From an optimization exercise on the open Yosys and OpenROAD flow, aimed at small area and a short achievable clock period; shortcuts taken in it are not production practice.
In this exercise RTL edits were held to simulation tests only and were not proved equivalent to the original.
Power figures rest on the tool's default switching activity, not on a simulated workload.

===== flow/design.v =====
module matrix_add_sub #(parameter word_size = 32,
                            parameter Amatrixrownum = 2,
                            parameter Amatrixcolnum = 2,
                            parameter Bmatrixrownum = 2,
                            parameter Bmatrixcolnum = 2)(
    input   wire        op,                            
    input   wire        [(Amatrixcolnum * Amatrixrownum) * word_size - 1 : 0]A,
    input   wire        [(Bmatrixcolnum * Bmatrixrownum) * word_size - 1 : 0]B,
    output  wire        [(Amatrixrownum *Bmatrixcolnum) * word_size - 1 : 0]ASP
);
    wire    [(word_size-1):0] Amatrix [0:Amatrixrownum - 1][0:Amatrixcolnum - 1];
    wire     [(word_size-1):0] Bmatrix [0:Bmatrixrownum - 1][0:Bmatrixcolnum - 1];
    wire    [(word_size-1):0] add_sub_wire[0:Amatrixrownum - 1][0:Bmatrixcolnum - 1];
genvar x, y;
genvar i, j;
genvar Amatrixrowindex, Amatrixcolindex;
genvar Bmatrixrowindex, Bmatrixcolindex;
generate
    for (Amatrixrowindex = 0; Amatrixrowindex < Amatrixrownum; Amatrixrowindex = Amatrixrowindex + 1) begin : add_sub_mat_A_gen_block_1
        for (Amatrixcolindex = 0; Amatrixcolindex < Amatrixcolnum; Amatrixcolindex = Amatrixcolindex + 1) begin : add_sub_mat_A_gen_block_2
                assign Amatrix[Amatrixrowindex][Amatrixcolindex] = A[(Amatrixcolnum * Amatrixrownum) * word_size - 1 - (Amatrixcolnum * Amatrixrowindex + Amatrixcolindex) * word_size : (Amatrixcolnum * Amatrixrownum) * word_size -1 - (Amatrixcolnum * Amatrixrowindex + Amatrixcolindex) * word_size  - (word_size-1)]; 
        end
    end
    for (Bmatrixrowindex = 0; Bmatrixrowindex < Bmatrixrownum; Bmatrixrowindex = Bmatrixrowindex + 1) begin : add_sub_mat_B_gen_block_1
        for (Bmatrixcolindex = 0; Bmatrixcolindex < Bmatrixcolnum; Bmatrixcolindex = Bmatrixcolindex + 1) begin : add_sub_mat_B_gen_block_2
                assign Bmatrix[Bmatrixrowindex][Bmatrixcolindex] = B[(Bmatrixcolnum * Bmatrixrownum) * word_size - 1 - (Bmatrixcolnum * Bmatrixrowindex + Bmatrixcolindex) * word_size : (Bmatrixcolnum * Bmatrixrownum) * word_size -1 - (Bmatrixcolnum * Bmatrixrowindex + Bmatrixcolindex) * word_size  - (word_size-1)];   
        end
    end
    for(x=0; x<Amatrixrownum; x=x+1) begin : add_sub_mat_abb_sub_wire_gen_block_1
        for(y=0; y<Amatrixcolnum; y=y+1) begin : add_sub_mat_abb_sub_wire_gen_block_2
            assign add_sub_wire[x][y] = (op == 1'b0) ? Amatrix[x][y] + Bmatrix[x][y] : Amatrix[x][y] - Bmatrix[x][y];
        end
    end
    for(i=0; i<Amatrixrownum; i=i+1)begin : add_sub_mat_ASP_gen_block_1
        for(j=0; j<Bmatrixcolnum; j=j+1)begin : add_sub_mat_ASP_gen_block_2
                assign ASP[(Amatrixrownum*Bmatrixcolnum*word_size-1)-(Bmatrixcolnum*i+j)*word_size:(Amatrixrownum*Bmatrixcolnum*word_size-1)-(Bmatrixcolnum*i+j) * word_size - (word_size-1)] = add_sub_wire[i][j];
        end
    end
endgenerate
endmodule
module matrix_mul #(parameter word_size = 32,
                        parameter Amatrixrownum = 2,
                        parameter Amatrixcolnum = 2,
                        parameter Bmatrixrownum = 2,
                        parameter Bmatrixcolnum = 1)(
    input   wire        [(Amatrixcolnum * Amatrixrownum) * word_size - 1 : 0]A,
    input   wire        [(Bmatrixcolnum * Bmatrixrownum) * word_size - 1 : 0]B,
    output  wire        [(Amatrixrownum * Bmatrixcolnum) * word_size - 1 : 0]MP
);
    wire    [(word_size-1):0] Amatrix [0:Amatrixrownum - 1][0:Amatrixcolnum - 1];
    wire    [(word_size-1):0] Bmatrix [0:Bmatrixrownum - 1][0:Bmatrixcolnum - 1];
    wire    [(word_size-1):0] matrixproduct_wire[0:Amatrixrownum - 1][0:Bmatrixcolnum - 1];   
genvar i, j;
genvar Amatrixrowindex, Amatrixcolindex;
genvar Bmatrixrowindex, Bmatrixcolindex;
genvar x, y, z, w; 
generate
    for (Amatrixrowindex = 0; Amatrixrowindex < Amatrixrownum; Amatrixrowindex = Amatrixrowindex + 1) begin : mul_mat_A_gen_block_1
        for (Amatrixcolindex = 0; Amatrixcolindex < Amatrixcolnum; Amatrixcolindex = Amatrixcolindex + 1) begin : mul_mat_A_gen_block_2
                assign Amatrix[Amatrixrowindex][Amatrixcolindex] = A[(Amatrixcolnum * Amatrixrownum) * word_size - 1 - (Amatrixcolnum * Amatrixrowindex + Amatrixcolindex) * word_size : (Amatrixcolnum * Amatrixrownum) * word_size -1 - (Amatrixcolnum * Amatrixrowindex + Amatrixcolindex) * word_size  - (word_size-1)]; 
        end
    end
    for (Bmatrixrowindex = 0; Bmatrixrowindex < Bmatrixrownum; Bmatrixrowindex = Bmatrixrowindex + 1) begin : mul_mat_B_gen_block_1
        for (Bmatrixcolindex = 0; Bmatrixcolindex < Bmatrixcolnum; Bmatrixcolindex = Bmatrixcolindex + 1) begin : mul_mat_B_gen_block_2
                assign Bmatrix[Bmatrixrowindex][Bmatrixcolindex] = B[(Bmatrixcolnum * Bmatrixrownum) * word_size - 1 - (Bmatrixcolnum * Bmatrixrowindex + Bmatrixcolindex) * word_size : (Bmatrixcolnum * Bmatrixrownum) * word_size -1 - (Bmatrixcolnum * Bmatrixrowindex + Bmatrixcolindex) * word_size  - (word_size-1)];   
        end
    end
    reg     [word_size-1 : 0] temp_res0 [Amatrixcolnum-1:0][Amatrixrownum*Bmatrixcolnum-1:0];
    wire    [word_size-1 : 0] temp_res1 [Amatrixcolnum-1:0][Amatrixrownum*Bmatrixcolnum-1:0];
    for(x=0; x<Amatrixrownum; x=x+1) begin : mul_mat_matrixproduct_wire_gen_block_1
        for(w=0; w<Bmatrixcolnum; w=w+1)begin : mul_mat_matrixproduct_wire_gen_block_2
            for(y=0; y<Amatrixcolnum; y=y+1) begin : mul_mat_matrixproduct_wire_gen_block_3
                wire    [word_size-1 : 0] temp_res0_w;
                assign temp_res0_w = Amatrix[x][y] * Bmatrix[y][w];
                always@(temp_res0_w) begin
                    temp_res0[y][Bmatrixcolnum*x+w] = temp_res0_w;
                end
            end
            for(z=0; z<Amatrixcolnum-1; z=z+1)begin : mul_mat_matrixproduct_wire_gen_block_4
                if (z == 0) begin : mul_mat_matrixproduct_wire_gen_block_5
                    assign temp_res1[0][Bmatrixcolnum*x+w] = temp_res0[0][Bmatrixcolnum*x+w] + temp_res0[1][Bmatrixcolnum*x+w];
                end else begin : mul_mat_matrixproduct_wire_gen_block_6
                    assign temp_res1[z][Bmatrixcolnum*x+w] = temp_res1[z-1][Bmatrixcolnum*x+w] + temp_res0[z+1][Bmatrixcolnum*x+w];
                end
            end
            assign matrixproduct_wire[x][w] = temp_res1[Amatrixcolnum-2][Bmatrixcolnum*x+w];
        end
    end    
    for(i=0; i<Amatrixrownum; i=i+1)begin : mul_mat_MP_gen_block_1
        for(j=0; j<Bmatrixcolnum; j=j+1)begin : mul_mat_MP_gen_block_2
                assign MP[(Amatrixrownum*Bmatrixcolnum*word_size-1)-(Bmatrixcolnum*i+j)*word_size:(Amatrixrownum*Bmatrixcolnum*word_size-1)-(Bmatrixcolnum*i+j)*word_size - (word_size-1)] = matrixproduct_wire[i][j];
        end
    end
endgenerate
endmodule
module matrix_kronecker #(parameter word_size = 32,
                        parameter Amatrixrownum = 2,
                        parameter Amatrixcolnum = 2,
                        parameter Bmatrixrownum = 2,
                        parameter Bmatrixcolnum = 2)(
    input   wire [(Amatrixcolnum * Amatrixrownum) * word_size - 1 : 0]A,
    input   wire [(Bmatrixcolnum * Bmatrixrownum) * word_size - 1 : 0]B,
    output  wire [(Amatrixcolnum * Amatrixrownum) * (Bmatrixcolnum * Bmatrixrownum) * word_size - 1 : 0]TP
);
    wire    [(word_size-1):0] Amatrix [0:Amatrixrownum - 1][0:Amatrixcolnum - 1];
    wire    [(word_size-1):0] Bmatrix [0:Bmatrixrownum - 1][0:Bmatrixcolnum - 1];
    wire    [(word_size-1):0] tensorproduct[Amatrixrownum * Bmatrixrownum - 1:0][ Bmatrixcolnum * Amatrixcolnum - 1:0];
genvar x, y, z, w;
genvar i, j;
genvar Amatrixrowindex, Amatrixcolindex;
genvar Bmatrixrowindex, Bmatrixcolindex;
generate
    for (Amatrixrowindex = 0; Amatrixrowindex < Amatrixrownum; Amatrixrowindex = Amatrixrowindex + 1) begin : kron_mat_A_gen_block_1
        for (Amatrixcolindex = 0; Amatrixcolindex < Amatrixcolnum; Amatrixcolindex = Amatrixcolindex + 1) begin : kron_mat_A_gen_block_2
                assign Amatrix[Amatrixrowindex][Amatrixcolindex] = A[(Amatrixcolnum * Amatrixrownum) * word_size - 1 - (Amatrixcolnum * Amatrixrowindex + Amatrixcolindex) * word_size : (Amatrixcolnum * Amatrixrownum) * word_size -1 - (Amatrixcolnum * Amatrixrowindex + Amatrixcolindex) * word_size  - (word_size-1)]; 
        end
    end
    for (Bmatrixrowindex = 0; Bmatrixrowindex < Bmatrixrownum; Bmatrixrowindex = Bmatrixrowindex + 1) begin : kron_mat_B_gen_block_1
        for (Bmatrixcolindex = 0; Bmatrixcolindex < Bmatrixcolnum; Bmatrixcolindex = Bmatrixcolindex + 1) begin : kron_mat_B_gen_block_2
                assign Bmatrix[Bmatrixrowindex][Bmatrixcolindex] = B[(Bmatrixcolnum * Bmatrixrownum) * word_size - 1 - (Bmatrixcolnum * Bmatrixrowindex + Bmatrixcolindex) * word_size : (Bmatrixcolnum * Bmatrixrownum) * word_size -1 - (Bmatrixcolnum * Bmatrixrowindex + Bmatrixcolindex) * word_size  - (word_size-1)];   
        end
    end
    for(x=0; x<Amatrixrownum; x=x+1) begin : kron_mat_tensorproduct_gen_block_1
        for(y=0; y<Amatrixcolnum; y=y+1) begin : kron_mat_tensorproduct_gen_block_2
            for(z=0; z<Bmatrixrownum; z=z+1) begin : kron_mat_tensorproduct_gen_block_3
                    for(w=0; w<Bmatrixcolnum; w=w+1)begin : kron_mat_tensorproduct_gen_block_4
                    assign tensorproduct[x*Bmatrixrownum+z][y*Bmatrixcolnum+w] = Amatrix[x][y] * Bmatrix[z][w]; 
                end
            end
        end
    end
    for(i=0; i<Amatrixrownum*Amatrixcolnum; i=i+1)begin : kron_mat_TP_gen_block_1
        for(j=0; j<Bmatrixrownum*Bmatrixcolnum; j=j+1)begin : kron_mat_TP_gen_block_2
            assign TP[(Amatrixcolnum * Bmatrixcolnum * Amatrixcolnum * Bmatrixcolnum * word_size - 1) - (((Amatrixcolnum * Bmatrixcolnum) * i) + j) * word_size : (Amatrixcolnum * Bmatrixcolnum * Amatrixcolnum * Bmatrixcolnum * word_size - 1) - (((Amatrixcolnum * Bmatrixcolnum) * i) + j) * word_size  - (word_size-1)] = tensorproduct[i][j];
        end
    end
endgenerate
endmodule
module matrix_alu #(parameter word_size = 8,
                    parameter Amatrixrownum = 2,
                    parameter Amatrixcolnum = 2,
                    parameter Bmatrixrownum = 2,
                    parameter Bmatrixcolnum = 2)(
input   wire        clk,
input   wire        resetn,                    
input   wire        [(Amatrixcolnum * Amatrixrownum) * word_size - 1 : 0]A,
input   wire        [(Bmatrixcolnum * Bmatrixrownum) * word_size - 1 : 0]B,
input   wire        [1:0] op,
output  wire        [(Amatrixcolnum * Amatrixrownum) * (Bmatrixcolnum * Bmatrixrownum) * word_size - 1 : 0] C 
);
wire    [(Amatrixrownum * Bmatrixcolnum) * word_size - 1 : 0] m_add, m_sub, m_mul;
wire    [(Amatrixcolnum * Amatrixrownum) * (Bmatrixcolnum * Bmatrixrownum) * word_size - 1 : 0] m_kro;
reg     [(Amatrixcolnum * Amatrixrownum) * (Bmatrixcolnum * Bmatrixrownum) * word_size - 1 : 0] C_reg;
always@(posedge clk or negedge resetn)begin
    if(!resetn)begin
        C_reg = 'd0;
    end else begin
        if(op==2'b00) begin
            C_reg = {{(((Amatrixcolnum * Amatrixrownum) * (Bmatrixcolnum * Bmatrixrownum) - 1)* word_size - 1){1'b0}},m_add};
        end else if (op==2'b01) begin
            C_reg = {{(((Amatrixcolnum * Amatrixrownum) * (Bmatrixcolnum * Bmatrixrownum) - 1)* word_size - 1){1'b0}},m_sub};
        end else if (op==2'b10) begin
            C_reg = {{(((Amatrixcolnum * Amatrixrownum) * (Bmatrixcolnum * Bmatrixrownum) - 1)* word_size - 1){1'b0}},m_mul};
        end else if (op==2'b11) begin
            C_reg = m_kro;
        end
    end
end
assign C = C_reg;
matrix_add_sub #(.word_size(word_size),
                 .Amatrixrownum(Amatrixrownum),
                 .Amatrixcolnum(Amatrixcolnum),
                 .Bmatrixrownum(Bmatrixrownum),
                 .Bmatrixcolnum(Bmatrixcolnum))mat_add(
.op(1'b0),                            
.A(A),
.B(B),
.ASP(m_add)
);
matrix_add_sub #(.word_size(word_size),
                 .Amatrixrownum(Amatrixrownum),
                 .Amatrixcolnum(Amatrixcolnum),
                 .Bmatrixrownum(Bmatrixrownum),
                 .Bmatrixcolnum(Bmatrixcolnum))mat_sub(
.op(1'b1),                            
.A(A),
.B(B),
.ASP(m_sub)
);
matrix_mul #(.word_size(word_size),
                 .Amatrixrownum(Amatrixrownum),
                 .Amatrixcolnum(Amatrixcolnum),
                 .Bmatrixrownum(Bmatrixrownum),
                 .Bmatrixcolnum(Bmatrixcolnum))mat_mul(
.A(A),
.B(B),
.MP(m_mul)
);
matrix_kronecker #(.word_size(word_size),
                 .Amatrixrownum(Amatrixrownum),
                 .Amatrixcolnum(Amatrixcolnum),
                 .Bmatrixrownum(Bmatrixrownum),
                 .Bmatrixcolnum(Bmatrixcolnum))mat_kron(
.A(A),
.B(B),
.TP(m_kro)
);                    
endmodule                 

===== flow/run.sh =====
#!/bin/bash
# synth_recipe.tcl (not shown) runs the flow's synth.tcl, then flattens the netlist and writes it again
# the make line also repeats each setting of config.mk as NAME=value (left out here)
make -C /OpenROAD-flow-scripts/flow DESIGN_CONFIG=/design/flow/config.mk WORK_HOME=/design/flow/orfs CLKGATE_MAP_FILE= SYNTH_SCRIPT=/design/flow/synth_recipe.tcl finish

===== flow/config.mk =====
export PLATFORM = sky130hd
export DESIGN_NAME = matrix_alu
export DESIGN_NICKNAME = matrix_alu
export VERILOG_FILES = /design/flow/design.v
export SDC_FILE = /design/flow/constraint.sdc
export NUM_CORES = 4
export LEC_CHECK = 0
export CAP_MARGIN = 20
export CORE_MARGIN = 2
export CORE_UTILIZATION = 40
export SLEW_MARGIN = 20

===== flow/constraint.sdc =====
create_clock -name core_clock -period 6.5 [get_ports {clk}]
set_input_delay 1.3000 -clock core_clock [delete_from_list [all_inputs] [get_ports {clk}]]
set_output_delay 1.3000 -clock core_clock [all_outputs]
set_load 0.01 [all_outputs]

==> run summary <==
==> cells in the final DEF (no fill, tap or decap), types with 3 or more instances in the layout <==
cell               n
inv_1            369
ha_1             340
nand2_1          238
nor2_1           221
xnor2_1          213
fa_1             204
and2_1           194
clkdlybuf4s50_1  192
buf_4            133
dfrtp_1          128
a21oi_1           97
xor2_1            71
and3_1            56
a21o_1            55
o21ai_0           50
clkinv_1          24
nor2b_1           20
clkbuf_16         17
o21ai_1           14
o21bai_1          13
nand2b_1          11
xnor3_1           11
mux2i_1            8
mux2_2             7
nor3_1             7
o211ai_1           6
clkinv_4           4
bufinv_16          4
inv_2              3
a211oi_1           3
nand3_1            3
clkinv_2           3
==> cell families (layout without fill, tap and decap cells) <==
logic type | count (synthesis) | after routing
flops | 128 | 128
compound gates | 253 | 253
buf+inv | 506 | 758
fa+ha+maj | 544 | 544
mux | 15 | 15
other cells | 0 | 1
simple gates | 753 | 753
xor+xnor | 295 | 295
==> routing by layer <==
metal / vias to the layer above / share of wire / global-route usage / routed length, um
met5: - / 0.00014 / 0 / 10
met4: 2 / 0.039 / 0.106 / 2800
met3: 126 / 0.069 / 0.0462 / 4970
met2: 577 / 0.45 / 0.418 / 32100
met1: 8779 / 0.45 / 0.365 / 32200
li1: 8189 / - / - / -
==> where the power goes <==
part           internal (W)  total (W)  switching (W)
clock              0.000652    0.00106       0.000410
combinational       0.00202    0.00433        0.00231
sequential         0.000959    0.00103      0.0000666
==> how the worst max path moves through the flow <==
stage	start	end	slack [ns]	cells past startpoint
global route	B[10]	C_reg[15]$_DFFE_PN0P_	0.39	19
detailed placement	B[2]	C_reg[21]$_DFFE_PN0P_	0.14	16
floorplan	A[1]	C_reg[7]$_DFFE_PN0P_	0.86	20
CTS	B[2]	C_reg[21]$_DFFE_PN0P_	0.65	16
finish	A[27]	C_reg[23]$_DFFE_PN0P_	0.60	18
global placement	B[2]	C_reg[21]$_DFFE_PN0P_	0.20	16
==> stage by stage <==
step / std cells / utilization
after floorplan: 2494 / -
after global placement: 3401 / 0.470
after detailed placement: 3402 / 0.471
after CTS: 3434 / 0.483
after global routing: 3434 / 0.483
final: 3435 / 0.483
==> layout make-up <==
class	count	area [um2]	share of cell area
Antenna cell	1	2.50	0.0000982
Timing Repair Buffer	330	2990	0.117
Tap cell	688	861	0.0338
Inverter	396	1490	0.0583
Multi-Input combinational cell	1860	16300	0.640
Clock buffer	19	443	0.0174
Clock inverter	13	186	0.00732
Sequential cell	128	3200	0.126
==> out/results.txt <==
Distinct cells, synth -> 42
DR vias -> 17673
Die Wd -> 235 um
max_cap viols -> 0
compound-gate portion of the synthesized area -> 0.0708
CTS tree -> built
Die ar. -> 55400 um2
xor and xnor area share after synthesis -> 0.128
top-count cell post-synth -> inv_1
die height -> 235 um
post-synthesis mux area share -> 0.00742
Layout fillers -> 5061
HP Class -> in -> async
global route total overflow -> 0
initial antenna violation count -> 2
fin crit period -> 5.90 ns
cell breakdown of the critical path -> clkdlybuf4s50_1 -> buf_4 -> nand2_1 -> fa_1 -> inv_1 -> ha_1 -> inv_1 -> fa_1 -> fa_1 -> inv_1 -> ha_1 -> xnor2_1 -> ha_1 -> a21oi_1 -> o21ai_0 -> xor2_1 -> o21ai_1 -> o21ai_1
Core ar. -> 52800 um2
area leader, netlist -> ha_1
vias in the first global route -> 18552
Setup CP Type -> in -> reg
crit path DAT -> 6.24 ns
leakage power -> 13.1 nW
Clk pin slew, worst setup/hold paths -> 0.07 ns
power consumption -> 0.00642 W
drt total wl -> 72100 um
pre-CTS setup slack -> 0.144 ns
register area share after synthesis -> 0.150
main area contributors after synthesis -> ha_1, fa_1, dfrtp_1, xnor2_1, inv_1
global-route wire length before repair -> 111000 um
fmax -> 169 MHz
Buf+Inv Stages, Crit Path -> 5
FF+latch count, synth -> 128
Placed Instance Area -> 24800 um2
Synth top cells by count -> inv_1, ha_1, nand2_1
period utilisation layout -> 0.908
EDFF count, synth -> 0
Final WS setup -> 0.598 ns
Clock Sinks -> 128
crit-path max FO -> 13
Boundary Pins -> 196
Setup crit end kind -> register
Hold WS -> 0.834 ns
CTS root buf -> clkbuf_16
slowest CP cell -> clkdlybuf4s50_1
PortBufs -> 195
Design Area, Final -> 25500 um2
CP peak stage delay -> 0.72 ns
DR WL/cell -> 21.0 um
Setup TNS Final -> 0 ns
Post-Syn Area -> 21400 um2
CP Launch Type -> primary input
hold_buf cts -> 0
Cells after Synth -> 2494
Peak VDD IR -> 0.204 mV
max_slew headroom -> 0.343
Yosys top cell area share -> 0.199
Synth Warn # -> 5
DRC viols -> 0
Pwr Density -> 252 nW/um2
status -> complete, no violations
Main synth FF type -> dfrtp_1
DRT Pass-1 Iters -> 5
CTS max path bufs -> 2
syn avg cell area -> 8.58 um2
row cnt -> 84
ANT nets after route -> 0
routed vias/inst -> 5.14
htree depth -> 4
final hold vios -> 0
Initial Util -> 0.406
Final HPWL DP -> 58200 um
total CTS buffers -> 17
All-Layer GR Usage -> 0.266
final setup vio count -> 0
Final #Nets -> 3345
Synth Area in Simple Gates -> 0.166
CTS resizes -> 0
Placer Congestion -> 0.959
critical path required time -> 6.84 ns
delay-heaviest family, CP -> adder cells
DR iter-0 viols -> 1211
Post-CTS Setup Bufs -> 0
largest family of logic cells by synthesized area -> adder cells
fraction of layout cells with a size suffix above 1 -> 0.0666
max FFs per register -> 128
FFs w/ async S/R, synth -> 1.00
largest net degree at the start of global routing -> 96
Synth Area in Adders -> 0.389
fin. max-slew vios -> 0
P&R area growth vs syn -> 19.0%
Post-Syn Nets -> 3106
slew at the pin closest to its max-slew limit -> 0.986 ns
RSZ-0062 raised after global routing -> no

afterwards: timing with drivers on the ports:
No port has a modelled driver above. Below, the same layout with a new extraction and two added sets of constraints. Step 1 assumes that a clkbuf_16 drives the clock port and a buf_2 every other input. Step 2 moves the port delays by t, midway between the first and last clock arrival at a register: inputs arrive t later, outputs are due t later. That takes back most of the time a late clock gives input paths. Slacks: no drivers / after step 1 / after step 2; pairs: no drivers / after step 1.
t, ns: 0.524
slack for setup (ns): 0.598 / 0.615 / 0.091
worst setup path after step 2: input to register
worst data-port slew with drivers (ns): 0.13
After both steps setup and hold are still met in this run. For this run, drivers alone change the setup slack by +0.017 ns; drivers and shift together by -0.507 ns.
